Source: an optimization exercise on an open RTL-to-GDS flow (aim: a short achievable clock period and few clock cycles). Production flows keep margins and buffers that such runs may drop. RTL that was checked went through simulation tests only; none was proved equivalent to the original. Only the layout flow was run in runs 3 to 7; the RTL was not checked for function there. Power figures rest on the tool's default switching activity, not on a simulated workload.

`flow/constraint.sdc`:
```
create_clock -name core_clock -period 5.0 [get_ports {clk}]
set_input_delay 1.0000 -clock core_clock [delete_from_list [all_inputs] [get_ports {clk}]]
set_output_delay 1.0000 -clock core_clock [all_outputs]
set_load 0.01 [all_outputs]
```
`flow/config.mk`:
```
export PLATFORM = sky130hd
export DESIGN_NAME = cache
export DESIGN_NICKNAME = cache
export VERILOG_FILES = /design/flow/design.v
export SDC_FILE = /design/flow/constraint.sdc
export NUM_CORES = 4
export LEC_CHECK = 0
export ABC_CLOCK_PERIOD_IN_PS = 2300
export CAP_MARGIN = 20
export CORE_MARGIN = 2
export CORE_UTILIZATION = 40
export SETUP_SLACK_MARGIN = 2.6
export SLEW_MARGIN = 20
```
`flow/run.sh`:
```
#!/bin/bash
# synth_recipe.tcl (not shown) runs the flow's synth.tcl, then flattens the netlist and writes it again
# the make line also repeats each setting of config.mk as NAME=value (left out here)
make -C /OpenROAD-flow-scripts/flow DESIGN_CONFIG=/design/flow/config.mk WORK_HOME=/design/flow/orfs CLKGATE_MAP_FILE= SYNTH_SCRIPT=/design/flow/synth_recipe.tcl finish
```
`flow/design.v`:
```
module cache(PRead_request, PWrite_request, PWrite_data, PAddress, clk, rst, MRead_data, MRead_ready, MWrite_done,
             MRead_request, MWrite_request, MWrite_data, MAddress, PRead_ready, PWrite_done, PRead_data);
input PRead_request;
input PWrite_request;
input [7:0] PWrite_data;
input [7:0] PAddress;
output PRead_ready;
output PWrite_done;
output [7:0] PRead_data;
output MRead_request;
output MWrite_request;
output [7:0] MWrite_data;
output [7:0] MAddress;
input MRead_ready;
input MWrite_done;
input [31:0] MRead_data;
input clk;
input rst;
reg [31:0] blocks [7:0];
reg [2:0]  cache_tags [7:0];
reg [7:0]  valid;
reg       answer;        
reg       miss_state;    
reg [7:0] read_byte;     
reg       write_hit;     
reg [7:0] addr_q;        
reg [7:0] wdata_q;       
wire [2:0] p_tag           = PAddress[7:5];
wire [2:0] p_block_select  = PAddress[4:2];
wire [1:0] p_byte_in_block = PAddress[1:0];
wire [2:0] q_tag           = addr_q[7:5];
wire [2:0] q_block_select  = addr_q[4:2];
wire [1:0] q_byte_in_block = addr_q[1:0];
wire cache_hit = valid[p_block_select] & (cache_tags[p_block_select] == p_tag);
wire lookup    = ~answer & ~miss_state;
wire read_hit  = lookup & PRead_request & cache_hit;
wire read_miss = lookup & PRead_request & ~cache_hit;
wire fill      = miss_state & MRead_ready;
wire [31:0] line = blocks[p_block_select];
wire [7:0] hit_byte  = (p_byte_in_block == 2'd0) ? line[7:0] :
                       (p_byte_in_block == 2'd1) ? line[15:8] :
                       (p_byte_in_block == 2'd2) ? line[23:16] : line[31:24];
wire [7:0] fill_byte = (q_byte_in_block == 2'd0) ? MRead_data[7:0] :
                       (q_byte_in_block == 2'd1) ? MRead_data[15:8] :
                       (q_byte_in_block == 2'd2) ? MRead_data[23:16] : MRead_data[31:24];
always @(posedge clk) begin
    if (rst) begin
        valid      <= 8'h00;
        answer     <= 1'b0;
        miss_state <= 1'b0;
        write_hit  <= 1'b0;
    end else begin
        if (fill)
            valid[q_block_select] <= 1'b1;
        answer <= read_hit | fill;
        if (lookup)
            miss_state <= read_miss;
        else if (MRead_ready)
            miss_state <= 1'b0;
        write_hit <= PWrite_request & cache_hit;
    end
end
always @(posedge clk) begin
    read_byte <= fill ? fill_byte : hit_byte;
    addr_q    <= PAddress;
    wdata_q   <= PWrite_data;
end
always @(posedge clk) begin
    if (fill) begin
        blocks[q_block_select]     <= MRead_data;
        cache_tags[q_block_select] <= q_tag;
    end else if (write_hit) begin
        case (q_byte_in_block)
            2'd0: blocks[q_block_select][7:0]   <= wdata_q;
            2'd1: blocks[q_block_select][15:8]  <= wdata_q;
            2'd2: blocks[q_block_select][23:16] <= wdata_q;
            2'd3: blocks[q_block_select][31:24] <= wdata_q;
        endcase
    end
end
assign PRead_ready    = answer;
assign PRead_data     = read_byte;
assign PWrite_done    = MWrite_done;
assign MRead_request  = miss_state;
assign MWrite_request = PWrite_request;
assign MWrite_data    = PWrite_data;
assign MAddress       = {PAddress[7:2], miss_state ? 2'b00 : p_byte_in_block};
endmodule
```
==> impl_metrics.tcl, run 1 <==
set metrics [dict create \
    outcome "finished clean" \
    grt_max_degree 67 \
    synthArstFlopShare 0 \
    power.switching_fraction 0.2211 \
    reg2reg_depth 3 \
    first_global_vias 6870 \
    synth_compound_area_frac 0.04226 \
    final.min_clock_period_ns 2.412 \
    synthDominantAreaCellType "edfxtp_1" \
    wl_per_cell_um 25.55 \
    post_synth_fa_ha_maj_area_fraction 0.002928 \
    io_buffer_count 79 \
    power_density_mw_per_mm2 360.6 \
    post_synth.cell_area_avg_um2 17.54 \
    power_switching_uw 1208 \
    final.hold.worst_slack_ns 0.4708 \
    dieWidth_um 183.0 \
    vdd_ir_drop_max_uv 283.1 \
    cts.sinks 315 \
    p_leak_uw 0.005019 \
    dp.cells 1165 \
    timing.critical_path.from "PAddress[1]" \
    synth.mux.area_fraction 0.1680 \
    finalCritPeriodShare 0.4824 \
    slew_violations 0 \
    power.share.combinational 0.072 \
    reg2reg_setup_slack_ns 2.83 \
    gp_routability_congestion 0.8055 \
    summed_instance_area_of_the_synthesized_netlist_mm2 0.01282 \
    timing.setup.critical_path_class "input pin to primary output" \
    totalWireLength_mm 31.50 \
    global_route_usage_over_all_layers 0.1881 \
    area_growth_pct 18.15 \
    grt_first_pass_wirelength_mm 45.68 \
    placementRows 65 \
    r2r-start "addr_q[2]" \
    critical_path.max_fanout 12 \
    cts-buffers-inserted 31 \
    clock_path_buffers 3 \
    core_region_area_mm2 0.03156 \
    arrival_ns 1.41 \
    antenna_left 0 \
    r2r_end "blocks[6][20]" \
    timing.slew.headroom 0.3440 \
    yosysTopAreaCellShare 0.6559 \
    post_cts_clock_slew_at_the_launch_and_capture_registers_of_the_worst_setup_and_hold_paths_ns 0.06 \
    timing.final.setup_violations 0 \
    postSynthRegisterBits 315 \
    tns_ns 0 \
    yosys_warnings 1 \
    layout.filler_cells 2636 \
    worst_pin_slew_ns 0.9829 \
    internal_power_uw 4255 \
    ys.flop_type "edfxtp_1" \
    grt_overflow_total 0 \
    max_cap_violations 0 \
    synth_enable_flop_cells 280 \
    worst_skew_pair.late_latency_ns 0.56 \
    synth.net_count 788 \
    clock-skew-final_ns 0.008004 \
    ioPinCount 82 \
    largest_family_of_logic_cells_by_synthesized_area "multiplexers" \
    synthesis.instances 731 \
    detailedRoute.firstPassIterationCount 5 \
    crit_path_start_kind "input pin" \
    route.detailed.drc 0 \
    clock_tree.htree_level_count 1 \
    initial_drc_count 514 \
    synth_top_cells_by_area "edfxtp_1, mux4_2, mux2i_1" \
    dr_total_vias 6888 \
    diodes 0 \
    rsz0062_at_grt "true" \
    ctsHoldBuffers 0 \
    synth_simple_gate_area_share 0.04382 \
    die_h_um 183.0 \
    clock.fmax_mhz 414.6 \
    antenna_violations_before_repair 1 \
    dpl.hpwl_mm 20.19 \
    yosys.area_share.xor_xnor 0.002733 \
    synth_most_common_cell "edfxtp_1" \
    share_of_post_route_cells_with_drive_strength_above_1 0.2515 \
    layoutNonFillerInstCount 1233 \
    power_frac_seq 0.536 \
    synthTopCellsByCount "edfxtp_1, mux2i_1, nor2_1, mux4_2, dfxtp_1" \
    hold_violations 0 \
    p_clk_frac 0.392 \
    hold_path_class "flop to flop" \
    design.die.area_mm2 0.03350 \
    initial_core_util 0.4063 \
    power.total_uw 5462 \
    cp_capture_type "primary output" \
    synth_seq_area_share 0.7105 \
    cts_tree "built" \
    crit_required_ns 4.00 \
    synth_cell_types 38 \
    cts-root-buf "clkbuf_16" \
    setup.worst_path.end "MAddress[1]" \
    nets 864 \
    viasPerCell 5.586 \
]
[logic make-up (layout without fill, tap and decap cells)]
logic type | Yosys count | in the layout
DFF | 315 | 315
muxes | 154 | 154
and+or+nand+nor | 124 | 124
AOI/OAI and AO/OA | 76 | 76
buffers and inverters | 55 | 155
xor gates and xnor gates | 4 | 4
adders and majority gates | 3 | 3
[worst min path at each step]
stage	startpoint	end	cells after the start
finish	valid[7]	valid[7]	2
global route	valid[7]	valid[7]	2
CTS	valid[6]	valid[6]	2
detailed placement	valid[6]	valid[6]	2
global placement	valid[7]	valid[7]	2
floorplan	valid[2]	valid[2]	2
[power groups by stage]
stage                     Sequential (uW)  Combinational (uW)  Clock (uW)
after floorplan                      2970                 225           0
after CTS                            2930                 392        2170
final                                2930                 393        2140
after global placement               2980                 373           0
after detailed placement             2980                 376           0
after global routing                 2930                 418        2280
[cells in the final DEF (no fill, tap or decap), types with 6 or more instances in the layout]
cell	Yosys	routed
nor2_1	69	33
nand3_1	20	20
o21ai_1	8	8
buf_4	25	10
clkdlybuf4s50_1	0	35
clkinv_2	0	9
a22oi_1	24	24
nand2_1	14	14
mux2i_1	76	76
edfxtp_1	280	280
dfxtp_1	35	32
buf_2	5	13
mux2_2	33	33
a41oi_1	9	9
dlygate4sd2_1	0	15
a22o_1	16	16
clkbuf_16	0	31
clkdlybuf4s15_1	0	6
nor2_4	0	32
a21oi_1	14	14
clkinv_1	0	8
mux4_2	43	45
[flip-flops by register name (all words and copies together) (netlist names), 8 cells and up]
| signal | count |
|---|---|
| wdata_q | 8 |
| read_byte | 8 |
| valid | 8 |
| cache_tags | 24 |
| blocks | 256 |
| addr_q | 8 |
[per-stage QoR]
stage,worst slack (ns),area (um^2),util
final,2.588,15150,0.4800
after global routing,2.560,15150,0.4800
after CTS,2.401,15120,0.4792
after detailed placement,1.478,13790,0.4370
after global placement,1.498,13790,0.4370
after floorplan,2.534,12820,-
[cell type report]
class                   instances  area (um^2)  area share
repair buffers                 96        985.9     0.06509
well taps                     402        503.0     0.03321
clock inverters                21        128.9    0.008508
multi-input cells             361         3615      0.2386
flip-flops and latches        315         9112      0.6016
inverters                       2        7.507   0.0004956
clock buffers                  36        794.5     0.05245
[worst max-delay path, cell delays in order]
cell and delay, ns:
buf_6 0.13, nor2b_2 0.14, clkbuf_2 0.13
[layer usage]
metal	global-route usage	vias up	share of wire
met5	0	-	0
met4	0.04480	0	0.022
met3	0.04170	58	0.076
met2	0.3091	255	0.48
met1	0.2568	3533	0.42
li1	-	3042	-
[repair_timing]
| item | CTS | global route |
|---|---|---|
| buffers inserted | 9 | 0 |
| gates resized for setup | 188 | 11 |
| hold endpoints to repair | 0 | 0 |
| endpoints found under the setup margin | 486 | 124 |
| cloned | 2 | 0 |
| pin swaps | 3 | 0 |
Testbench counts, summed over its fixed seeds: cycles 85,828.
==> inputs of run 2 (changes only) <==
==> flow/config.mk (replaced) <==
export PLATFORM = sky130hd
export DESIGN_NAME = cache
export DESIGN_NICKNAME = cache
export VERILOG_FILES = /design/flow/design.v
export SDC_FILE = /design/flow/constraint.sdc
export NUM_CORES = 4
export LEC_CHECK = 0
export ABC_CLOCK_PERIOD_IN_PS = 2200
export CAP_MARGIN = 20
export CORE_MARGIN = 2
export CORE_UTILIZATION = 40
export SETUP_SLACK_MARGIN = 2.8
export SLEW_MARGIN = 20
==> impl_metrics.tcl, run 2 <==
set metrics [dict create \
    cts.sinks 315 \
    final.hold.worst_slack_ns 0.4646 \
    synth_enable_flop_cells 280 \
    placementRows 65 \
    worst_pin_slew_ns 0.7893 \
    dieWidth_um 183.0 \
    grt_max_degree 67 \
    grt_first_pass_wirelength_mm 46.22 \
    dpl.hpwl_mm 20.99 \
    timing.final.setup_violations 0 \
    summed_instance_area_of_the_synthesized_netlist_mm2 0.01282 \
    max_cap_violations 0 \
    final_area_mm2 0.01564 \
    power.total_uw 5914 \
    place_ws_ns 1.433 \
    detailedRoute.firstPassIterationCount 5 \
    diodes 0 \
    mostFrequentLayoutCell "edfxtp_1" \
    clock_tree.htree_level_count 2 \
    layout_common_cells "edfxtp_1, mux2i_1, mux4_2" \
    synthTopCellsByCount "edfxtp_1, mux2i_1, nor2_1, mux4_2, dfxtp_1" \
    cp_capture_type "primary output" \
    ys.flop_type "edfxtp_1" \
    area_growth_pct 21.96 \
    p_leak_uw 0.005344 \
    critical_path.max_fanout 2 \
    cts_tree "built" \
    crit_path_start_kind "input pin" \
    tns_ns 0 \
    timing.slew.headroom 0.4719 \
    top_regs "blocks x256, cache_tags x24" \
    largest_register_ff_count 256 \
    crit_required_ns 4.00 \
    wl_per_cell_um 25.75 \
    synthesis.instances 731 \
    postSynthRegisterBits 315 \
    dr_total_vias 7004 \
    viasPerCell 5.576 \
    antenna_left 0 \
    synthArstFlopShare 0 \
    core_region_area_mm2 0.03156 \
    design.die.area_mm2 0.03350 \
    timing.setup.critical_path_class "input pin to primary output" \
    grt_overflow_total 0 \
    register_with_the_highest_flop_count "blocks" \
    clock_path_buffers 3 \
    initial_drc_count 574 \
    io_buffer_count 79 \
    synth_seq_area_share 0.7105 \
    synth_most_common_cell "edfxtp_1" \
    die_h_um 183.0 \
    layout_setup_ws_ns 2.548 \
    hold_violations 0 \
    yosysTopAreaCellShare 0.6559 \
    synth_top_cells_by_area "edfxtp_1, mux4_2, mux2i_1" \
    gp_routability_congestion 0.8003 \
    yosys_warnings 1 \
    slew_violations 0 \
    vdd_ir_drop_max_uv 202.2 \
    worst_skew_pair.late_latency_ns 0.53 \
    instance_area_after_placement_mm2 0.01401 \
    route.detailed.drc 0 \
    cts-buffers-inserted 35 \
    final.min_clock_period_ns 2.452 \
    antenna_violations_before_repair 0 \
    outcome "finished clean" \
    synthDominantAreaCellType "edfxtp_1" \
    cts-root-buf "clkbuf_16" \
    totalWireLength_mm 32.34 \
    clock-skew-final_ns 0.02931 \
    global_route_usage_over_all_layers 0.1930 \
    post_synth.cell_area_avg_um2 17.54 \
    synth_cell_types 38 \
    hold_path_class "flop to flop" \
    post_cts_clock_slew_at_the_launch_and_capture_registers_of_the_worst_setup_and_hold_paths_ns 0.06 \
    first_global_vias 7075 \
    arrival_ns 1.45 \
    power_density_mw_per_mm2 378.2 \
    initial_core_util 0.4063 \
    nets 885 \
    clock.fmax_mhz 407.8 \
    synth.net_count 788 \
    share_of_post_route_cells_with_drive_strength_above_1 0.2904 \
    finalCritPeriodShare 0.4905 \
    ioPinCount 82 \
    rsz0062_at_grt "true" \
]
## run 2: cell types whose count changed in the layout (fill, tap and decap cells not counted), moves of 14 or more
cell and delta:
buf_4 +14, mux2_2 -24, nor2_4 -29, nor2_2 +28, mux2_4 +24, buf_6 +23
## run 2: where the power goes
part,switching (uW),total (uW),internal (uW)
Clock,1010,2560,1550
Sequential,28.7,2930,2900
Combinational,223,423,200
Total,1270,5910,4650
## run 2: path summary, 6_finish.rpt
| path | start | end | slack, ns | cells past startpoint |
|---|---|---|---|---|
| min reg2reg | valid[6] | valid[6] | 0.46 | 2 |
| min | valid[6] | valid[6] | 0.46 | 2 |
| max | PAddress[1] | MAddress[1] | 2.55 | 4 |
| max reg2reg | addr_q[2] | blocks[4][19] | 2.89 | 3 |
## run 2: layer usage
metal	vias up	wire length, um	GRT usage
met5	-	0	0
met1	3606	13070	0.2467
met2	241	15950	0.3241
met3	71	1903	0.03733
met4	0	1413	0.08032
li1	3086	-	-
## run 2: cells by family (layout without fill, tap and decap cells)
logic type                 after synthesis  after routing  synth area share
AOI/OAI and AO/OA                       76             76           0.04226
xor gates and xnor gates                 4              4          0.002733
adders and majority gates                3              3          0.002928
buffers and inverters                   55            178           0.02977
DFF                                    315            315            0.7105
muxes                                  154            154            0.1680
and+or+nand+nor                        124            124           0.04382
## run 2: layout make-up
class | instances | area, um^2
Sequential cell | 315 | 9115
Clock buffer | 44 | 940.9
Tap cell | 402 | 503.0
Timing Repair Buffer | 113 | 1267
Fill cell | 2611 | 15920
Inverter | 2 | 7.507
Multi-Input combinational cell | 361 | 3592
Clock inverter | 19 | 209.0
## run 2: what timing repair did
item,CTS,global route
cloned,2,1
setup endpoints to repair,550,101
buffers inserted,17,8
pin swaps,2,2
hold buffers,0,0
resized for setup,198,11
## run 2: critical path: stages
cell and delay [ns]:
buf_6 0.09, buf_6 0.13, nor2b_4 0.12, buf_6 0.11
## run 2: metrics by stage
step	util	instances
final	0.4955	1256
after global routing	0.4955	1256
after detailed placement	0.4440	1165
after CTS	0.4909	1247
after floorplan	-	731
after global placement	0.4440	1165
==> inputs of run 3 (changes only) <==
==> flow/design.v (replaced) <==
module cache(PRead_request, PWrite_request, PWrite_data, PAddress, clk, rst, MRead_data, MRead_ready, MWrite_done,
             MRead_request, MWrite_request, MWrite_data, MAddress, PRead_ready, PWrite_done, PRead_data);
input PRead_request;
input PWrite_request;
input [7:0] PWrite_data;
input [7:0] PAddress;
output PRead_ready;
output PWrite_done;
output [7:0] PRead_data;
output MRead_request;
output MWrite_request;
output [7:0] MWrite_data;
output [7:0] MAddress;
input MRead_ready;
input MWrite_done;
input [31:0] MRead_data;
input clk;
input rst;
reg [31:0] blocks [7:0];
reg [2:0]  cache_tags [7:0];
reg [7:0]  valid;
reg       answer;        
reg       miss_state;    
reg [7:0] read_byte;     
reg       write_hit;     
wire [2:0] p_tag           = PAddress[7:5];
wire [2:0] p_block_select  = PAddress[4:2];
wire [1:0] p_byte_in_block = PAddress[1:0];
wire cache_hit = valid[p_block_select] & (cache_tags[p_block_select] == p_tag);
wire lookup    = ~answer & ~miss_state;
wire read_hit  = lookup & PRead_request & cache_hit;
wire read_miss = lookup & PRead_request & ~cache_hit;
wire fill      = miss_state & MRead_ready;
wire update    = write_hit & MWrite_done;
wire [31:0] line = fill ? MRead_data : blocks[p_block_select];
wire [7:0] line_byte = (p_byte_in_block == 2'd0) ? line[7:0] :
                       (p_byte_in_block == 2'd1) ? line[15:8] :
                       (p_byte_in_block == 2'd2) ? line[23:16] : line[31:24];
always @(posedge clk) begin
    if (rst) begin
        valid      <= 8'h00;
        answer     <= 1'b0;
        miss_state <= 1'b0;
    end else begin
        if (fill)
            valid[p_block_select] <= 1'b1;
        answer <= read_hit | fill;
        if (lookup)
            miss_state <= read_miss;
        else if (MRead_ready)
            miss_state <= 1'b0;
    end
end
always @(posedge clk) begin
    read_byte <= line_byte;
    write_hit <= PWrite_request & cache_hit;
end
always @(posedge clk) begin
    if (fill) begin
        blocks[p_block_select]     <= MRead_data;
        cache_tags[p_block_select] <= p_tag;
    end else if (update) begin
        case (p_byte_in_block)
            2'd0: blocks[p_block_select][7:0]   <= PWrite_data;
            2'd1: blocks[p_block_select][15:8]  <= PWrite_data;
            2'd2: blocks[p_block_select][23:16] <= PWrite_data;
            2'd3: blocks[p_block_select][31:24] <= PWrite_data;
        endcase
    end
end
assign PRead_ready    = answer;
assign PRead_data     = read_byte;
assign PWrite_done    = MWrite_done;
assign MRead_request  = miss_state;
assign MWrite_request = PWrite_request;
assign MWrite_data    = PWrite_data;
assign MAddress       = {PAddress[7:2], miss_state ? 2'b00 : p_byte_in_block};
endmodule
==> impl_metrics.tcl, run 3 <==
set metrics [dict create \
    clock_path_buffers 3 \
    grt_overflow_total 0 \
    cts.sinks 299 \
    initial_core_util 0.4042 \
    arrival_ns 1.43 \
    post_synth.cell_area_avg_um2 15.29 \
    share_of_post_route_cells_with_drive_strength_above_1 0.4006 \
    hold_violations 0 \
    mostFrequentLayoutCell "edfxtp_1" \
    grt_first_pass_wirelength_mm 58.46 \
    clock.fmax_mhz 411.8 \
    first_global_vias 8380 \
    timing.critical_path.from "PAddress[1]" \
    outcome "finished clean" \
    synth_seq_area_share 0.6926 \
    synth_top_cells_by_area "edfxtp_1, mux2_2, mux2i_1" \
    final.min_clock_period_ns 2.428 \
    min_from "valid[0]" \
    area_growth_pct 36.84 \
    largest_register_ff_count 256 \
    clock-skew-final_ns 0.01632 \
    synthDominantAreaCellType "edfxtp_1" \
    synth_enable_flop_cells 280 \
    crit_path_start_kind "input pin" \
    vdd_ir_drop_max_uv 223.9 \
    top_regs "blocks x256, cache_tags x24" \
    hold_path_class "flop to flop" \
    rsz0062_at_grt "true" \
    tns_ns 0 \
    gp_routability_congestion 0.9529 \
    layout.filler_cells 2430 \
    initial_drc_count 975 \
    r2r-start "write_hit" \
    dr_total_vias 8758 \
    ys.flop_type "edfxtp_1" \
    clock_tree.htree_level_count 2 \
    post_cts_clock_slew_at_the_launch_and_capture_registers_of_the_worst_setup_and_hold_paths_ns 0.06 \
    synthesis.instances 830 \
    wl_per_cell_um 29.33 \
    detailedRoute.firstPassIterationCount 5 \
    timing.final.setup_violations 0 \
    core_region_area_mm2 0.03139 \
    totalWireLength_mm 42.68 \
    cts-buffers-inserted 34 \
    finalCritPeriodShare 0.4857 \
    critical_path.max_fanout 2 \
    grt_max_degree 30 \
    design.die.area_mm2 0.03316 \
    antenna_left 0 \
    register_with_the_highest_flop_count "blocks" \
    ctsHoldBuffers 0 \
    p_leak_uw 0.005998 \
    synth_cell_types 56 \
    crit_required_ns 4.00 \
    yosys_warnings 1 \
    instance_area_after_placement_mm2 0.01422 \
    summed_instance_area_of_the_synthesized_netlist_mm2 0.01269 \
    max_cap_violations 0 \
    dpl.hpwl_mm 25.76 \
    ioPinCount 82 \
    cts_tree "built" \
    layout_common_cells "edfxtp_1, buf_4, nor2_1" \
    slew_violations 0 \
    timing.setup.critical_path_class "input pin to primary output" \
    multi_input_gate_area_in_the_final_layout_mm2 0.004262 \
    route.detailed.drc 0 \
    antenna_violations_before_repair 2 \
    nets 1083 \
    synthArstFlopShare 0 \
    worst_skew_pair.late_latency_ns 0.51 \
    power_density_mw_per_mm2 350.3 \
    cts-root-buf "clkbuf_16" \
    postSynthRegisterBits 299 \
    final_area_mm2 0.01736 \
    synthTopCellsByCount "edfxtp_1, nor2_1, mux2_2, a21oi_1, mux2i_1" \
    die_h_um 182.1 \
    worst_pin_slew_ns 0.6436 \
    synth_most_common_cell "edfxtp_1" \
    placementRows 65 \
    viasPerCell 6.019 \
    synth.net_count 887 \
    global_route_usage_over_all_layers 0.2497 \
    dieWidth_um 182.1 \
    io_buffer_count 81 \
    yosysTopAreaCellShare 0.6627 \
    final-seq-area_mm2 0.008795 \
    timing.slew.headroom 0.5709 \
    final.hold.worst_slack_ns 0.4724 \
    cp_capture_type "primary output" \
]
run 3: worst max-delay path, cell delays in order:
cell and delay (ns):
buf_6 0.10, buf_12 0.11, nor2b_4 0.11, buf_6 0.11
run 3: final timing paths:
check / to / slack [ns] / cells after the start
min: valid[0] / 0.47 / 2
max: MAddress[1] / 2.57 / 4
min reg2reg: valid[0] / 0.47 / 2
max reg2reg: blocks[5][11] / 3.00 / 4
run 3: cells by family after synthesis:
logic type | Yosys count | synth area share
compound gates | 171 | 0.09417
mux | 118 | 0.1137
simple gates | 170 | 0.05857
buf+inv | 65 | 0.03520
xor+xnor | 4 | 0.002762
fa+ha+maj | 3 | 0.002959
flops | 299 | 0.6926
run 3: layer usage:
layer | up-vias | global-route usage | share of wire
met5 | - | 0 | 0
met4 | 0 | 0.1177 | 0.045
met3 | 122 | 0.08481 | 0.12
met2 | 594 | 0.3756 | 0.45
met1 | 4374 | 0.3267 | 0.39
li1 | 3668 | - | -
run 3: layout make-up:
type	count	share of cell area
clock buffer	45	0.05506
sequential	299	0.5065
antenna	2	0.0002882
inverter	3	0.001081
multi-input combinational	468	0.2454
clock inverter	16	0.01009
timing repair buffer	220	0.1526
tap	402	0.02897
run 3: power by group:
group | leakage [uW] | switching (uW) | total [uW] | internal (uW)
Combinational | 0.00277 | 412 | 741 | 329
Sequential | 0.00268 | 20.0 | 2810 | 2790
Clock | 0.000543 | 985 | 2530 | 1550
run 3: stage by stage:
stage	util	total power, uW	worst slack [ns]	std cells
floorplan	-	3186	2.652	830
global route	0.5529	6232	2.565	1453
CTS	0.5287	6004	2.573	1408
detailed placement	0.4529	3402	1.400	1271
finish	0.5531	6081	2.572	1455
global placement	0.4529	3400	1.415	1271
run 3: what timing repair did:
item                       4_1_cts  5_1_grt
pin swaps                       23       26
setup endpoints to repair      577      435
hold endpoints to repair         0        0
resized for setup              285       54
cloned                           7        3
setup buffers                   69       42
==> inputs of run 4 (changes only) <==
--- a/flow/design.v
+++ b/flow/design.v
@@ -19,40 +19,37 @@
 reg [31:0] blocks [7:0];
 reg [2:0]  cache_tags [7:0];
 reg [7:0]  valid;
-reg       answer;        
-reg       miss_state;    
-reg [7:0] read_byte;     
-reg       write_hit;     
+reg hit_state;
+reg miss_state;
+reg [7:0] hit_byte;      
+reg [1:0] offset;        
+reg write_hit;           
 wire [2:0] p_tag           = PAddress[7:5];
 wire [2:0] p_block_select  = PAddress[4:2];
 wire [1:0] p_byte_in_block = PAddress[1:0];
 wire cache_hit = valid[p_block_select] & (cache_tags[p_block_select] == p_tag);
-wire lookup    = ~answer & ~miss_state;
-wire read_hit  = lookup & PRead_request & cache_hit;
-wire read_miss = lookup & PRead_request & ~cache_hit;
+wire lookup    = ~hit_state & ~miss_state;
 wire fill      = miss_state & MRead_ready;
 wire update    = write_hit & MWrite_done;
-wire [31:0] line = fill ? MRead_data : blocks[p_block_select];
-wire [7:0] line_byte = (p_byte_in_block == 2'd0) ? line[7:0] :
-                       (p_byte_in_block == 2'd1) ? line[15:8] :
-                       (p_byte_in_block == 2'd2) ? line[23:16] : line[31:24];
+wire [31:0] line = blocks[p_block_select];
+wire [7:0] cache_byte = (p_byte_in_block == 2'd0) ? line[7:0] :
+                        (p_byte_in_block == 2'd1) ? line[15:8] :
+                        (p_byte_in_block == 2'd2) ? line[23:16] : line[31:24];
 always @(posedge clk) begin
     if (rst) begin
         valid      <= 8'h00;
-        answer     <= 1'b0;
+        hit_state  <= 1'b0;
         miss_state <= 1'b0;
     end else begin
         if (fill)
             valid[p_block_select] <= 1'b1;
-        answer <= read_hit | fill;
-        if (lookup)
-            miss_state <= read_miss;
-        else if (MRead_ready)
-            miss_state <= 1'b0;
+        hit_state  <= lookup & PRead_request & cache_hit;
+        miss_state <= lookup ? (PRead_request & ~cache_hit) : (miss_state & ~MRead_ready);
     end
 end
 always @(posedge clk) begin
-    read_byte <= line_byte;
+    hit_byte  <= cache_byte;
+    offset    <= p_byte_in_block;
     write_hit <= PWrite_request & cache_hit;
 end
 always @(posedge clk) begin
@@ -68,8 +65,11 @@
         endcase
     end
 end
-assign PRead_ready    = answer;
-assign PRead_data     = read_byte;
+wire [7:0] mem_byte = (offset == 2'd0) ? MRead_data[7:0] :
+                      (offset == 2'd1) ? MRead_data[15:8] :
+                      (offset == 2'd2) ? MRead_data[23:16] : MRead_data[31:24];
+assign PRead_ready    = hit_state | fill;
+assign PRead_data     = miss_state ? mem_byte : hit_byte;
 assign PWrite_done    = MWrite_done;
 assign MRead_request  = miss_state;
 assign MWrite_request = PWrite_request;
--- a/flow/config.mk
+++ b/flow/config.mk
@@ -9,5 +9,5 @@
 export CAP_MARGIN = 20
 export CORE_MARGIN = 2
 export CORE_UTILIZATION = 40
-export SETUP_SLACK_MARGIN = 2.8
+export SETUP_SLACK_MARGIN = 2.7
 export SLEW_MARGIN = 20
==> impl_metrics.tcl, run 4 <==
set metrics [dict create \
    outcome "finished clean" \
    viasPerCell 5.953 \
    power_switching_uw 1298 \
    detailedRoute.firstPassIterationCount 5 \
    finalCritPeriodShare 0.6177 \
    synthTopCellsByCount "edfxtp_1, nor2_1, mux2_2, mux2i_1, nand2_1" \
    ys.flop_type "edfxtp_1" \
    initial_drc_count 862 \
    layoutNonFillerInstCount 1328 \
    clock_tree.htree_level_count 1 \
    hold_violations 0 \
    largest_register_ff_count 256 \
    synth_cell_types 59 \
    max_cap_violations 0 \
    synth_enable_flop_cells 280 \
    vdd_ir_drop_max_uv 279.5 \
    design.die.area_mm2 0.03325 \
    worst_pin_slew_ns 0.6892 \
    critical_path.max_fanout 8 \
    synth.mux.area_fraction 0.1283 \
    yosys.area_share.xor_xnor 0.0006884 \
    internal_power_uw 4271 \
    ctsHoldBuffers 0 \
    power_frac_seq 0.501 \
    mostFrequentLayoutCell "edfxtp_1" \
    core_region_area_mm2 0.03147 \
    totalWireLength_mm 38.35 \
    cp_capture_type "primary output" \
    postSynthRegisterBits 301 \
    cts-buffers-inserted 31 \
    first_global_vias 7845 \
    synth_simple_gate_area_share 0.05350 \
    clock_path_buffers 3 \
    grt_max_degree 26 \
    synth_top_cells_by_area "edfxtp_1, mux2_2, mux2i_1" \
    power.share.combinational 0.099 \
    antenna_left 0 \
    ioPinCount 82 \
    dr_total_vias 7905 \
    top_regs "blocks x256, cache_tags x24" \
    initial_core_util 0.4042 \
    grt_first_pass_wirelength_mm 54.98 \
    post_synth_fa_ha_maj_area_fraction 0.002950 \
    crit_required_ns 4.00 \
    yosys_warnings 1 \
    nets 958 \
    clock.fmax_mhz 323.8 \
    timing.slew.headroom 0.5384 \
    area_growth_pct 23.39 \
    timing.setup.critical_path_class "flop to primary output" \
    share_of_post_route_cells_with_drive_strength_above_1 0.3704 \
    arrival_ns 2.09 \
    layout.filler_cells 2611 \
    cts-root-buf "clkbuf_16" \
    largest_family_of_logic_cells_by_synthesized_area "multiplexers" \
    cts.sinks 301 \
    yosysTopAreaCellShare 0.6609 \
    wl_per_cell_um 28.88 \
    synth_compound_area_frac 0.08743 \
    die_h_um 182.3 \
    rsz0062_at_grt "true" \
    grt_overflow_total 0 \
    tns_ns 0 \
    crit_path_start_kind "flop" \
    synthDominantAreaCellType "edfxtp_1" \
    post_cts_clock_slew_at_the_launch_and_capture_registers_of_the_worst_setup_and_hold_paths_ns 0.06 \
    p_clk_frac 0.400 \
    summed_instance_area_of_the_synthesized_netlist_mm2 0.01272 \
    dpl.hpwl_mm 24.70 \
    clock-skew-final_ns 0.01573 \
    slew_violations 0 \
    gp_routability_congestion 0.8436 \
    layout_common_cells "edfxtp_1, mux2i_1, nor2_4" \
    timing.final.setup_violations 0 \
    diodes 0 \
    io_buffer_count 81 \
    antenna_violations_before_repair 0 \
    route.detailed.drc 0 \
    synthesis.instances 799 \
    dp.cells 1243 \
    p_leak_uw 0.005305 \
    final.min_clock_period_ns 3.088 \
    synth.net_count 856 \
    synth_most_common_cell "edfxtp_1" \
    worst_skew_pair.late_latency_ns 0.58 \
    cts_tree "built" \
    power.switching_fraction 0.2330 \
    register_with_the_highest_flop_count "blocks" \
    placementRows 65 \
    final-seq-area_mm2 0.008837 \
    synthArstFlopShare 0 \
    post_synth.cell_area_avg_um2 15.92 \
    multi_input_gate_area_in_the_final_layout_mm2 0.004093 \
    dieWidth_um 182.3 \
    power_density_mw_per_mm2 354.7 \
    global_route_usage_over_all_layers 0.2319 \
    hold_path_class "flop to flop" \
    synth_seq_area_share 0.6939 \
]
run 4: layout make-up:
type | instances | area share
sequential | 301 | 0.5630
clock inverter | 11 | 0.005898
inverter | 8 | 0.004384
timing repair buffer | 127 | 0.07819
tap | 402 | 0.03204
multi-input combinational | 432 | 0.2607
clock buffer | 47 | 0.05579
run 4: path summary, 6_finish.rpt:
| check | from | to | slack, ns | depth (start not counted) |
|---|---|---|---|---|
| worst max-delay path | offset[0] | PRead_data[2] | 1.91 | 3 |
| worst min-delay path | valid[2] | valid[2] | 0.47 | 2 |
| worst max register to register | miss_state | blocks[3][23] | 2.67 | 9 |
| worst min register to register | valid[2] | valid[2] | 0.47 | 2 |
run 4: cells by family (layout without fill, tap and decap cells):
kind of cell | after synthesis | count (layout)
AOI/OAI and AO/OA | 150 | 150
xor gates and xnor gates | 1 | 1
adders and majority gates | 3 | 3
buffers and inverters | 66 | 193
DFF | 301 | 301
muxes | 130 | 130
and+or+nand+nor | 148 | 148
run 4: metrics by stage:
step / instance area [um^2] / power (uW) / utilization / worst slack (ns) / hold WS (ns)
2_1_floorplan: 13380 / 3144 / - / 2.284 / 0.4286
3_3_place_gp: 14320 / 3340 / 0.4549 / 1.196 / 0.4440
3_5_place_dp: 14320 / 3344 / 0.4549 / 1.207 / 0.4565
4_1_cts: 15550 / 5559 / 0.4941 / 1.897 / 0.4711
5_1_grt: 15700 / 5708 / 0.4987 / 1.879 / 0.4871
6_report: 15700 / 5568 / 0.4987 / 1.912 / 0.4712
run 4: repair_timing:
action	CTS	global route
gates resized for setup	385	25
gates cloned	3	0
buffers inserted	19	5
endpoints found under the setup margin	583	61
pin swaps	4	3
run 4: metal layers:
layer  vias up  wire length [um]  global-route usage
met5         -                 0                   0
met4         0              1457             0.08419
met3        81              2957             0.04191
met2       399             17990              0.3719
met1      4040             15950              0.3183
li1       3385                 -                   -
run 4: critical path, cell delays in order (launching register included):
cell,delay (ns)
dfxtp_4,0.48
mux4_2,0.58
mux2_4,0.31
buf_6,0.13
run 4: power by group through the flow:
stage	clock [uW]	combinational (uW)	sequential [uW]
after global placement	0	495	2850
after detailed placement	0	498	2850
after global routing	2340	577	2790
after CTS	2230	534	2790
final	2230	552	2790
after floorplan	0	304	2840
==> inputs of run 5 (changes only) <==
==> flow/design.v (replaced) <==
module cache(PRead_request, PWrite_request, PWrite_data, PAddress, clk, rst, MRead_data, MRead_ready, MWrite_done,
             MRead_request, MWrite_request, MWrite_data, MAddress, PRead_ready, PWrite_done, PRead_data);
input PRead_request;
input PWrite_request;
input [7:0] PWrite_data;
input [7:0] PAddress;
output PRead_ready;
output PWrite_done;
output [7:0] PRead_data;
output MRead_request;
output MWrite_request;
output [7:0] MWrite_data;
output [7:0] MAddress;
input MRead_ready;
input MWrite_done;
input [31:0] MRead_data;
input clk;
input rst;
reg [31:0] blocks [7:0];
reg [2:0]  cache_tags [7:0];
reg [7:0]  valid;
wire [2:0] p_tag           = PAddress[7:5];
wire [2:0] p_block_select  = PAddress[4:2];
wire [1:0] p_byte_in_block = PAddress[1:0];
wire cache_hit = valid[p_block_select] & (cache_tags[p_block_select] == p_tag);
wire fill = PRead_request & MRead_ready;
wire write_hit = PWrite_request & cache_hit;
always @(posedge clk) begin
    if (rst)
        valid <= 8'h00;
    else if (fill)
        valid[p_block_select] <= 1'b1;
end
always @(posedge clk) begin
    if (fill) begin
        blocks[p_block_select]     <= MRead_data;
        cache_tags[p_block_select] <= p_tag;
    end else if (write_hit) begin
        case (p_byte_in_block)
            2'd0: blocks[p_block_select][7:0]   <= PWrite_data;
            2'd1: blocks[p_block_select][15:8]  <= PWrite_data;
            2'd2: blocks[p_block_select][23:16] <= PWrite_data;
            2'd3: blocks[p_block_select][31:24] <= PWrite_data;
        endcase
    end
end
wire [31:0] line = blocks[p_block_select];
wire [7:0] cache_byte = (p_byte_in_block == 2'd0) ? line[7:0] :
                        (p_byte_in_block == 2'd1) ? line[15:8] :
                        (p_byte_in_block == 2'd2) ? line[23:16] : line[31:24];
wire [7:0] mem_byte   = (p_byte_in_block == 2'd0) ? MRead_data[7:0] :
                        (p_byte_in_block == 2'd1) ? MRead_data[15:8] :
                        (p_byte_in_block == 2'd2) ? MRead_data[23:16] : MRead_data[31:24];
assign PRead_ready    = PRead_request & (cache_hit | MRead_ready);
assign PRead_data     = MRead_ready ? mem_byte : cache_byte;
assign PWrite_done    = MWrite_done;
assign MRead_request  = PRead_request & ~cache_hit;
assign MWrite_request = PWrite_request;
assign MWrite_data    = PWrite_data;
assign MAddress       = {PAddress[7:2], PRead_request ? 2'b00 : p_byte_in_block};
endmodule
==> flow/config.mk (replaced) <==
export PLATFORM = sky130hd
export DESIGN_NAME = cache
export DESIGN_NICKNAME = cache
export VERILOG_FILES = /design/flow/design.v
export SDC_FILE = /design/flow/constraint.sdc
export NUM_CORES = 4
export LEC_CHECK = 0
export CAP_MARGIN = 20
export CORE_MARGIN = 2
export CORE_UTILIZATION = 40
export SLEW_MARGIN = 20
==> impl_metrics.tcl, run 5 <==
set metrics [dict create \
    detailedRoute.firstPassIterationCount 5 \
    rsz0062_at_grt "false" \
    synthTopCellsByCount "edfxtp_1, nor2_1, a22oi_1, mux2_2, mux2i_1" \
    grt_max_degree 27 \
    diodes 0 \
    synth_simple_gate_area_share 0.05772 \
    finalCritPeriodShare 0.9709 \
    initial_drc_count 846 \
    arrival_ns 3.85 \
    r2r-start "cache_tags[3][0]" \
    top_regs "blocks x256, cache_tags x24, valid x8" \
    viasPerCell 5.781 \
    cts.sinks 288 \
    synth.mux.area_fraction 0.08783 \
    min_path_cells 2 \
    postLayoutCoreUtil 0.4886 \
    cts_tree "built" \
    worst_skew_pair.late_latency_ns 0.57 \
    power_switching_uw 1149 \
    worst_pin_slew_ns 0.6390 \
    area_growth_pct 20.59 \
    synth_enable_flop_cells 280 \
    initial_core_util 0.4052 \
    grt_first_pass_wirelength_mm 48.13 \
    mostFrequentLayoutCell "edfxtp_1" \
    first_global_vias 7434 \
    crit_required_ns 4.00 \
    clock-skew-final_ns 0.01180 \
    clock.fmax_mhz 206.0 \
    placementRows 63 \
    power_density_mw_per_mm2 363.5 \
    io_buffer_count 79 \
    power_frac_seq 0.514 \
    post_cts_clock_slew_at_the_launch_and_capture_registers_of_the_worst_setup_and_hold_paths_ns 0.06 \
    route.detailed.drc 0 \
    outcome "finished clean" \
    synth.net_count 809 \
    p_leak_uw 0.004765 \
    dp.cells 1232 \
    cp_capture_type "primary output" \
    crit_path_start_kind "input pin" \
    gp_routability_congestion 0.8458 \
    critical_path.max_fanout 8 \
    timing.slew.headroom 0.5727 \
    antenna_left 0 \
    min_from "valid[2]" \
    synthArstFlopShare 0 \
    synth_compound_area_frac 0.1053 \
    synth_most_common_cell "edfxtp_1" \
    postCtsSetupBuffers 0 \
    clock_path_buffers 3 \
    die_h_um 177.3 \
    layout_common_cells "edfxtp_1, clkdlybuf4s50_1, nor2_1" \
    post_synth.cell_area_avg_um2 15.97 \
    core_region_area_mm2 0.02964 \
    yosys.area_share.xor_xnor 0.002917 \
    hold_path_class "flop to flop" \
    antenna_violations_before_repair 0 \
    power.share.combinational 0.081 \
    largest_register_ff_count 256 \
    cts-buffers-inserted 30 \
    place_ws_ns 0.1981 \
    synth_top_cells_by_area "edfxtp_1, a22oi_1, mux4_2" \
    dieWidth_um 177.3 \
    register_with_the_highest_flop_count "blocks" \
    dr_total_vias 7406 \
    slew_violations 0 \
    yosys_warnings 1 \
    timing.final.setup_violations 0 \
    share_of_post_route_cells_with_drive_strength_above_1 0.2020 \
    vdd_ir_drop_max_uv 258.3 \
    internal_power_uw 4115 \
    synth_cell_types 51 \
    reg2reg_depth 6 \
    max_cap_violations 0 \
    synth_seq_area_share 0.7135 \
    synthDominantAreaCellType "edfxtp_1" \
    r2r_end "blocks[3][22]" \
    design.die.area_mm2 0.03142 \
    totalWireLength_mm 32.75 \
    grt_overflow_total 0 \
    largest_family_of_logic_cells_by_synthesized_area "compound AO/OA/AOI/OAI gates" \
    ctsHoldBuffers 0 \
    layout_setup_ws_ns 0.1454 \
    wl_per_cell_um 25.57 \
    tns_ns 0 \
    yosysTopAreaCellShare 0.7001 \
    cts_repair_resize_count 0 \
    ioPinCount 82 \
    post_synth_fa_ha_maj_area_fraction 0.003126 \
    global_route_usage_over_all_layers 0.2114 \
    summed_instance_area_of_the_synthesized_netlist_mm2 0.01201 \
    power.switching_fraction 0.2183 \
    timing.setup.critical_path_class "input pin to primary output" \
    postSynthRegisterBits 288 \
    clock_tree.htree_level_count 1 \
    layoutNonFillerInstCount 1281 \
    synthesis.instances 752 \
    p_clk_frac 0.405 \
    ys.flop_type "edfxtp_1" \
    dpl.hpwl_mm 22.11 \
    nets 931 \
    reg2reg_setup_slack_ns 2.16 \
    final.min_clock_period_ns 4.855 \
    hold_violations 0 \
    cts-root-buf "clkbuf_16" \
    hold-path-endpoint "valid[2]" \
]
-- run 5: cell types whose count changed after synthesis, moves of 8 or more --
cell	previous run	this run
mux2_2	66	27
nand4_1	0	10
a221o_1	11	3
mux2_4	0	8
mux2i_1	45	27
o22ai_1	9	1
dfxtp_1	21	8
clkbuf_1	11	25
a22oi_1	20	64
-- run 5: power by group through the flow --
stage	registers, uW	clock network [uW]	logic (uW)
after global routing	2710	2250	454
after detailed placement	2760	0	423
after CTS	2710	2160	426
after floorplan	2760	0	221
final	2710	2130	425
after global placement	2760	0	422
-- run 5: worst max path at each step --
stage / slack (ns) / end / startpoint / cells after the start
after detailed placement: 0.20 / PRead_data[6] / PAddress[0] / 8
after global routing: 0.08 / PRead_data[6] / PAddress[0] / 8
after CTS: 0.18 / PRead_data[6] / PAddress[0] / 8
after global placement: 0.19 / PRead_data[6] / PAddress[0] / 8
after floorplan: 1.27 / PRead_data[6] / PAddress[2] / 9
final: 0.15 / PRead_data[6] / PAddress[0] / 8
-- run 5: worst max-delay path, stage by stage --
cell and delay, ns:
clkdlybuf4s50_1 0.78, or2_2 0.34, a221oi_1 0.08, o21ai_0 0.11, nand2_1 0.17, o41ai_1 0.64, buf_4 0.21, clkdlybuf4s50_1 0.52
-- run 5: metrics by stage --
stage	cell area, um^2	total power, uW	hold WS (ns)
2_1_floorplan	12010	2976	0.4315
3_3_place_gp	13560	3180	0.4534
3_5_place_dp	13560	3182	0.4613
4_1_cts	14480	5292	0.4752
5_1_grt	14480	5411	0.5143
6_report	14480	5264	0.4731
-- run 5: cells by family (layout without fill, tap and decap cells) --
family,count (synthesis),after routing
AOI/OAI and AO/OA,168,168
muxes,78,78
buffers and inverters,66,205
DFF,288,288
and+or+nand+nor,145,145
xor gates and xnor gates,4,4
adders and majority gates,3,3
-- run 5: layout make-up --
| cell class | count | area [um^2] |
|---|---|---|
| fill | 2562 | 15160 |
| sequential | 288 | 8568 |
| multi-input combinational | 398 | 3110 |
| timing repair buffer | 152 | 1374 |
| clock buffer | 33 | 762.0 |
| tap | 390 | 488.0 |
| clock inverter | 16 | 163.9 |
| inverter | 4 | 15.01 |
-- run 5: routing by layer --
| layer | wire length (um) | GRT usage |
|---|---|---|
| met3 | 2527 | 0.02857 |
| met5 | 0 | 0 |
| met4 | 1217 | 0.07070 |
| met1 | 13990 | 0.2992 |
| met2 | 15010 | 0.3379 |
==> inputs of run 6 (changes only) <==
--- a/flow/config.mk
+++ b/flow/config.mk
@@ -5,7 +5,9 @@
 export SDC_FILE = /design/flow/constraint.sdc
 export NUM_CORES = 4
 export LEC_CHECK = 0
+export ABC_CLOCK_PERIOD_IN_PS = 3000
 export CAP_MARGIN = 20
 export CORE_MARGIN = 2
 export CORE_UTILIZATION = 40
+export SETUP_SLACK_MARGIN = 1.8
 export SLEW_MARGIN = 20
==> impl_metrics.tcl, run 6 <==
set metrics [dict create \
    grt_overflow_total 0 \
    dpl.hpwl_mm 22.47 \
    synth_cell_types 51 \
    initial_drc_count 641 \
    clock-skew-final_ns 0.007167 \
    synthDominantAreaCellType "edfxtp_1" \
    placementRows 63 \
    yosys.area_share.xor_xnor 0.002917 \
    arrival_ns 2.73 \
    design.die.area_mm2 0.03142 \
    gp_routability_congestion 0.8117 \
    share_of_post_route_cells_with_drive_strength_above_1 0.3452 \
    crit_required_ns 4.00 \
    layout.filler_cells 2386 \
    p_leak_uw 0.005116 \
    mostFrequentLayoutCell "edfxtp_1" \
    tns_ns 0 \
    viasPerCell 5.852 \
    synth_most_common_cell "edfxtp_1" \
    register_with_the_highest_flop_count "blocks" \
    detailedRoute.firstPassIterationCount 5 \
    timing.slew.headroom 0.5340 \
    post_cts_clock_slew_at_the_launch_and_capture_registers_of_the_worst_setup_and_hold_paths_ns 0.06 \
    post_synth_fa_ha_maj_area_fraction 0.003126 \
    power_density_mw_per_mm2 348.8 \
    wl_per_cell_um 27.64 \
    rsz0062_at_grt "true" \
    vdd_ir_drop_max_uv 223.5 \
    largest_register_ff_count 256 \
    synthesis.instances 752 \
    first_global_vias 7306 \
    synth_simple_gate_area_share 0.05772 \
    synth.mux.area_fraction 0.08783 \
    critical_path.max_fanout 15 \
    synthTopCellsByCount "edfxtp_1, nor2_1, a22oi_1, mux2_2, mux2i_1" \
    synth_seq_area_share 0.7135 \
    yosysTopAreaCellShare 0.7001 \
    totalWireLength_mm 35.68 \
    postSynthRegisterBits 288 \
    layout_common_cells "edfxtp_1, clkdlybuf4s50_1, a22oi_1" \
    synth.net_count 809 \
    die_h_um 177.3 \
    crit_path_start_kind "input pin" \
    finalCritPeriodShare 0.7456 \
    cts.sinks 288 \
    clock_tree.htree_level_count 1 \
    antenna_violations_before_repair 0 \
    dr_total_vias 7555 \
    synth_compound_area_frac 0.1053 \
    grt_first_pass_wirelength_mm 50.58 \
    global_route_usage_over_all_layers 0.2251 \
    final_area_mm2 0.01564 \
    timing.final.setup_violations 0 \
    cts-buffers-inserted 29 \
    ioPinCount 82 \
    final.min_clock_period_ns 3.728 \
    dieWidth_um 177.3 \
    timing.setup.critical_path_class "input pin to primary output" \
    ys.flop_type "edfxtp_1" \
    synth_enable_flop_cells 280 \
    hold_violations 0 \
    synthArstFlopShare 0 \
    post_synth.cell_area_avg_um2 15.97 \
    slew_violations 0 \
    largest_family_of_logic_cells_by_synthesized_area "compound AO/OA/AOI/OAI gates" \
    cts_tree "built" \
    antenna_left 0 \
    instance_area_after_placement_mm2 0.01347 \
    clock.fmax_mhz 268.3 \
    area_growth_pct 30.27 \
    grt_max_degree 26 \
    cp_capture_type "primary output" \
    worst_skew_pair.late_latency_ns 0.55 \
    diodes 0 \
    initial_core_util 0.4052 \
    outcome "finished clean" \
    synth_top_cells_by_area "edfxtp_1, a22oi_1, mux4_2" \
    core_region_area_mm2 0.02964 \
    clock_path_buffers 3 \
    io_buffer_count 79 \
    route.detailed.drc 0 \
    summed_instance_area_of_the_synthesized_netlist_mm2 0.01201 \
    top_regs "blocks x256, cache_tags x24, valid x8" \
    worst_pin_slew_ns 0.6968 \
    cts-root-buf "clkbuf_16" \
    nets 937 \
    max_cap_violations 0 \
    hold_path_class "flop to flop" \
    yosys_warnings 1 \
]
[run 6: cell count changes in the layout (fill, tap and decap cells not counted), sizes merged]
| cell | previous run | this run |
|---|---|---|
| clkdlybuf4s50 | 76 | 54 |
| dlygate4sd2 | 0 | 5 |
| dlymetal6s2s | 0 | 4 |
| clkinvlp | 1 | 2 |
| clkbuf | 33 | 37 |
| buf | 76 | 91 |
| bufbuf | 0 | 1 |
| bufinv | 3 | 5 |
| clkdlybuf4s15 | 0 | 1 |
| inv | 5 | 4 |
[run 6: path summary, 6_finish.rpt]
check,startpoint,endpoint,slack (ns),cells after the start
worst min register to register,valid[1],valid[1],0.47,2
worst max register to register,cache_tags[5][0],blocks[2][9],2.33,6
worst max-delay path,PAddress[4],PRead_data[0],1.27,9
worst min-delay path,valid[1],valid[1],0.47,2
[run 6: worst max-delay path, stage by stage]
cell and delay, ns:
buf_16 0.12, nor3b_4 0.16, buf_12 0.16, a22o_1 0.26, a221oi_4 0.22, a31oi_4 0.17, nor4_4 0.34, a21oi_1 0.11
buf_2 0.16
[run 6: per-layer routing]
layer  vias up  GRT usage  share of wire
met1      3881     0.3099           0.42
met5         -          0              0
li1       3272          -              -
met4         0    0.06318          0.024
met2       350     0.3708           0.49
met3        52    0.03694          0.073
[run 6: cell type report]
cell class                 count  area (um^2)  area share
clock inverter                18        214.0     0.01368
clock buffer                  34        744.5     0.04759
tap                          390        488.0     0.03119
sequential                   288         8568      0.5477
inverter                       4        15.01   0.0009598
timing repair buffer         159         1837      0.1174
multi-input combinational    398         3777      0.2415
[run 6: logic make-up (layout without fill, tap and decap cells)]
group                      count (synthesis)  count (layout)
AOI/OAI and AO/OA                        168             168
xor gates and xnor gates                   4               4
adders and majority gates                  3               3
buffers and inverters                     66             215
DFF                                      288             288
muxes                                     78              78
and+or+nand+nor                          145             145
[run 6: power by group]
group	switching, uW	internal, uW	leakage [uW]	total, uW
clock network	894	1310	0.000466	2210
registers	13.4	2700	0.00259	2710
logic	301	237	0.00206	538
[run 6: per-stage QoR]
| stage | setup slack, ns | power, uW | instances | utilization | hold WS (ns) |
|---|---|---|---|---|---|
| 2_1_floorplan | 1.536 | 3003 | 752 | - | 0.4315 |
| 3_3_place_gp | 0.3388 | 3194 | 1188 | 0.4544 | 0.4489 |
| 5_1_grt | 1.213 | 5585 | 1291 | 0.5278 | 0.4967 |
| 3_5_place_dp | 0.3354 | 3197 | 1188 | 0.4544 | 0.4565 |
| 4_1_cts | 1.244 | 5439 | 1274 | 0.5166 | 0.4722 |
| 6_report | 1.272 | 5456 | 1291 | 0.5278 | 0.4716 |
[run 6: repair_timing]
item	4_1_cts	5_1_grt
setup buffers	26	15
cloned	8	2
resized for setup	170	35
hold buffers	0	0
pin swaps	35	39
setup endpoints to repair	529	253
==> inputs of run 7 (changes only) <==
==> flow/design.v (replaced) <==
module cache(PRead_request, PWrite_request, PWrite_data, PAddress, clk, rst, MRead_data, MRead_ready, MWrite_done,
             MRead_request, MWrite_request, MWrite_data, MAddress, PRead_ready, PWrite_done, PRead_data);
input PRead_request;
input PWrite_request;
input [7:0] PWrite_data;
input [7:0] PAddress;
output PRead_ready;
output PWrite_done;
output [7:0] PRead_data;
output MRead_request;
output MWrite_request;
output [7:0] MWrite_data;
output [7:0] MAddress;
input MRead_ready;
input MWrite_done;
input [31:0] MRead_data;
input clk;
input rst;
reg [31:0] blocks [7:0];
reg [2:0]  cache_tags [7:0];
reg [7:0]  valid;
reg       hit_state;     
reg       miss_state;    
reg [3:0] miss_sel;      
reg [7:0] hit_byte;      
reg       write_hit;     
wire [2:0] p_tag           = PAddress[7:5];
wire [2:0] p_block_select  = PAddress[4:2];
wire [1:0] p_byte_in_block = PAddress[1:0];
wire cache_hit = valid[p_block_select] & (cache_tags[p_block_select] == p_tag);
wire lookup    = ~hit_state & ~miss_state;
wire read_hit  = lookup & PRead_request & cache_hit;
wire read_miss = lookup & PRead_request & ~cache_hit;
wire fill      = miss_state & MRead_ready;
wire update    = write_hit & MWrite_done;
wire [31:0] line = blocks[p_block_select];
wire [7:0] cache_byte = (p_byte_in_block == 2'd0) ? line[7:0] :
                        (p_byte_in_block == 2'd1) ? line[15:8] :
                        (p_byte_in_block == 2'd2) ? line[23:16] : line[31:24];
always @(posedge clk) begin
    if (rst) begin
        valid      <= 8'h00;
        hit_state  <= 1'b0;
        miss_state <= 1'b0;
        miss_sel   <= 4'b0000;
    end else begin
        if (fill)
            valid[p_block_select] <= 1'b1;
        hit_state <= read_hit;
        if (lookup) begin
            miss_state <= read_miss;
            miss_sel   <= {4{read_miss}} & (4'b0001 << p_byte_in_block);
        end else if (MRead_ready) begin
            miss_state <= 1'b0;
            miss_sel   <= 4'b0000;
        end
    end
end
always @(posedge clk) begin
    hit_byte  <= read_hit ? cache_byte : 8'h00;
    write_hit <= PWrite_request & cache_hit;
end
always @(posedge clk) begin
    if (fill) begin
        blocks[p_block_select]     <= MRead_data;
        cache_tags[p_block_select] <= p_tag;
    end else if (update) begin
        case (p_byte_in_block)
            2'd0: blocks[p_block_select][7:0]   <= PWrite_data;
            2'd1: blocks[p_block_select][15:8]  <= PWrite_data;
            2'd2: blocks[p_block_select][23:16] <= PWrite_data;
            2'd3: blocks[p_block_select][31:24] <= PWrite_data;
        endcase
    end
end
assign PRead_ready    = hit_state | fill;
assign PRead_data     = hit_byte |
                        ({8{miss_sel[0]}} & MRead_data[7:0])   | ({8{miss_sel[1]}} & MRead_data[15:8]) |
                        ({8{miss_sel[2]}} & MRead_data[23:16]) | ({8{miss_sel[3]}} & MRead_data[31:24]);
assign PWrite_done    = MWrite_done;
assign MRead_request  = miss_state;
assign MWrite_request = PWrite_request;
assign MWrite_data    = PWrite_data;
assign MAddress       = {PAddress[7:2], miss_state ? 2'b00 : p_byte_in_block};
endmodule
==> flow/config.mk (replaced) <==
export PLATFORM = sky130hd
export DESIGN_NAME = cache
export DESIGN_NICKNAME = cache
export VERILOG_FILES = /design/flow/design.v
export SDC_FILE = /design/flow/constraint.sdc
export NUM_CORES = 4
export LEC_CHECK = 0
export ABC_CLOCK_PERIOD_IN_PS = 2200
export CAP_MARGIN = 20
export CORE_MARGIN = 2
export CORE_UTILIZATION = 40
export SETUP_SLACK_MARGIN = 2.8
export SLEW_MARGIN = 20
==> impl_metrics.tcl, run 7 <==
set metrics [dict create \
    tns_ns 0 \
    largest_register_ff_count 256 \
    clock-skew-final_ns 0.01773 \
    grt_overflow_total 0 \
    p_leak_uw 0.005468 \
    global_route_usage_over_all_layers 0.2242 \
    diodes 0 \
    synthDominantAreaCellType "edfxtp_1" \
    top_regs "blocks x256, cache_tags x24" \
    share_of_post_route_cells_with_drive_strength_above_1 0.4097 \
    slew_violations 0 \
    dpl.hpwl_mm 23.30 \
    postSynthRegisterBits 303 \
    synthArstFlopShare 0 \
    arrival_ns 1.74 \
    postLayoutCoreUtil 0.5426 \
    critical_path.max_fanout 2 \
    layout_common_cells "edfxtp_1, a22oi_1, buf_4" \
    max_stage_delay_ns 0.35 \
    worst_pin_slew_ns 0.6790 \
    mostFrequentLayoutCell "edfxtp_1" \
    hold_path_class "flop to flop" \
    synth_enable_flop_cells 280 \
    post_cts_clock_slew_at_the_launch_and_capture_registers_of_the_worst_setup_and_hold_paths_ns 0.06 \
    outcome "finished clean" \
    crit_required_ns 4.00 \
    first_global_vias 7977 \
    summed_instance_area_of_the_synthesized_netlist_mm2 0.01241 \
    synth_top_cells_by_area "edfxtp_1, a22oi_1, mux2_2" \
    cts-root-buf "clkbuf_16" \
    crit_family "compound AO/OA/AOI/OAI gates" \
    synth.net_count 845 \
    grt_max_degree 27 \
    die_h_um 180.1 \
    timing.slew.headroom 0.5473 \
    layout_setup_ws_ns 2.255 \
    ioPinCount 82 \
    design.die.area_mm2 0.03245 \
    synth_seq_area_share 0.7146 \
    post_synth.cell_area_avg_um2 15.75 \
    area_growth_pct 33.74 \
    register_with_the_highest_flop_count "blocks" \
    cts.sinks 303 \
    viasPerCell 5.884 \
    antenna_violations_before_repair 0 \
    io_buffer_count 81 \
    clock_path_buffers 3 \
    critical_path.n_buffers_inverters 2 \
    cts-buffers-inserted 31 \
    route.detailed.drc 0 \
    synthesis.instances 788 \
    final.min_clock_period_ns 2.745 \
    place_ws_ns 1.131 \
    core_region_area_mm2 0.03059 \
    totalWireLength_mm 37.20 \
    cts_tree "built" \
    synthTopCellsByCount "edfxtp_1, a22oi_1, nor2_1, mux2_2, a21oi_1" \
    rsz0062_at_grt "true" \
    dieWidth_um 180.1 \
    detailedRoute.firstPassIterationCount 5 \
    timing.setup.critical_path_class "input pin to primary output" \
    max_cap_violations 0 \
    grt_first_pass_wirelength_mm 54.35 \
    clock.fmax_mhz 364.4 \
    antenna_left 0 \
    clock_tree.htree_level_count 1 \
    gp_routability_congestion 0.8747 \
    synth_most_common_cell "edfxtp_1" \
    crit_chain "buf_8 -> a222oi_1 -> nand2_2 -> buf_6" \
    instance_area_after_placement_mm2 0.01392 \
    ys.flop_type "edfxtp_1" \
    yosysTopAreaCellShare 0.6775 \
    wl_per_cell_um 27.25 \
    cp_capture_type "primary output" \
    yosys_warnings 1 \
    timing.final.setup_violations 0 \
    dr_total_vias 8032 \
    hold_violations 0 \
    cp_slowest_cell "a222oi_1" \
    power_density_mw_per_mm2 339.2 \
    finalCritPeriodShare 0.5489 \
    placementRows 64 \
    synth_cell_types 70 \
    final_area_mm2 0.01660 \
    nets 1002 \
    worst_skew_pair.late_latency_ns 0.58 \
    crit_path_start_kind "input pin" \
    initial_drc_count 915 \
    vdd_ir_drop_max_uv 277.5 \
    initial_core_util 0.4057 \
]
run 7: changes by cell type after synthesis, moves of 12 or more:
cell,delta
mux2_2,+14
a22oi_1,+25
dfxtp_1,+15
mux4_2,-12
mux2i_1,-12
run 7: what timing repair did:
| action | CTS | global route |
|---|---|---|
| hold buffers | 0 | 0 |
| resized for setup | 436 | 58 |
| endpoints found under the hold margin | 0 | 0 |
| endpoints found under the setup margin | 574 | 147 |
| cloned | 8 | 0 |
| pin swaps | 55 | 39 |
| setup buffers | 53 | 30 |
run 7: kinds of logic after synthesis:
| kind of cell | share of synthesized area |
|---|---|
| adders and majority gates | 0.003025 |
| xor gates and xnor gates | 0.002118 |
| muxes | 0.05777 |
| DFF | 0.7146 |
| buffers and inverters | 0.03488 |
| and+or+nand+nor | 0.06493 |
| AOI/OAI and AO/OA | 0.1227 |
run 7: layout make-up:
type                    count  area [um^2]
flip-flops and latches    303         8875
clock inverters            19        181.4
repair buffers            187         2191
well taps                 396        495.5
multi-input cells         415         4008
inverters                   7        36.28
fillers                  2430        13990
clock buffers              38        812.0
run 7: report_power, final:
part / leakage [uW] / total [uW] / internal [uW] / switching, uW
clock network: 0.000493 / 2270 / 1310 / 958
logic: 0.00227 / 561 / 250 / 311
registers: 0.00271 / 2800 / 2790 / 12.3
run 7: worst paths after layout:
kind	startpoint	end	depth (start not counted)	slack, ns
setup / recovery	MRead_data[10]	PRead_data[2]	4	2.26
hold / removal	valid[6]	valid[6]	2	0.47
setup reg to reg	miss_state	blocks[1][25]	7	2.91
hold reg to reg	valid[6]	valid[6]	2	0.47
run 7: metrics by stage:
stage / power (uW) / hold slack, ns / cells
floorplan: 3105 / 0.4361 / 788
global placement: 3267 / 0.4534 / 1217
detailed placement: 3269 / 0.4625 / 1217
CTS: 5594 / 0.4774 / 1335
global route: 5776 / 0.5016 / 1365
finish: 5631 / 0.4731 / 1365
run 7: routing by layer:
metal	up-vias	GRT usage	wire, um
li1	3495	-	-
met3	59	0.02930	2140
met5	-	0	0
met1	4167	0.3110	15670
met4	0	0.04516	840
met2	311	0.3813	18550
run 7: worst reg2reg max path: stages (launching register included):
cell,delay [ns]
dfxtp_4,0.37
nand2_4,0.08
buf_4,0.10
buf_4,0.25
nand3_4,0.21
nor2_4,0.19
buf_12,0.14
mux2_2,0.45

==> what the ideal ports hide <==
The results above use ideal ports. As a check the final layouts listed here were re-extracted and re-timed, cells and wires unchanged. Step 1 assumes that a clkbuf_16 drives the clock port and a buf_2 every other input. Step 2 moves the port delays by t, midway between the first and last clock arrival at a register: inputs arrive t later, outputs are due t later. That takes back most of the time a late clock gives input paths. Slacks: no drivers / after step 1 / after step 2; pairs: no drivers / after step 1.
| run | t (ns) | setup slack, ns | latest minus earliest clock arrival (ns) | worst slew at a driven data input, ns |
|---|---|---|---|---|
| run 1 | 0.604 | 2.588 / 2.543 / 2.015 | 0.010 / 0.010 | 0.16 |
| run 2 | 0.556 | 2.548 / 2.517 / 2.121 | 0.033 / 0.033 | 0.17 |
| run 3 | 0.554 | 2.572 / 2.540 / 2.008 | 0.019 / 0.019 | 0.22 |
| run 4 | 0.622 | 1.912 / 1.865 / 1.888 | 0.016 / 0.016 | 0.20 |
| run 5 | 0.609 | 0.145 / 0.122 / 0.122 | 0.013 / 0.013 | 0.06 |
| run 6 | 0.596 | 1.272 / 1.131 / 1.131 | 0.008 / 0.008 | 0.19 |
| run 7 | 0.619 | 2.255 / 2.217 / 1.935 | 0.020 / 0.019 | 0.18 |
After both steps every run listed still meets setup and hold. For run 1, which loses most, drivers alone change the setup slack by -0.045 ns; drivers and shift together by -0.573 ns.
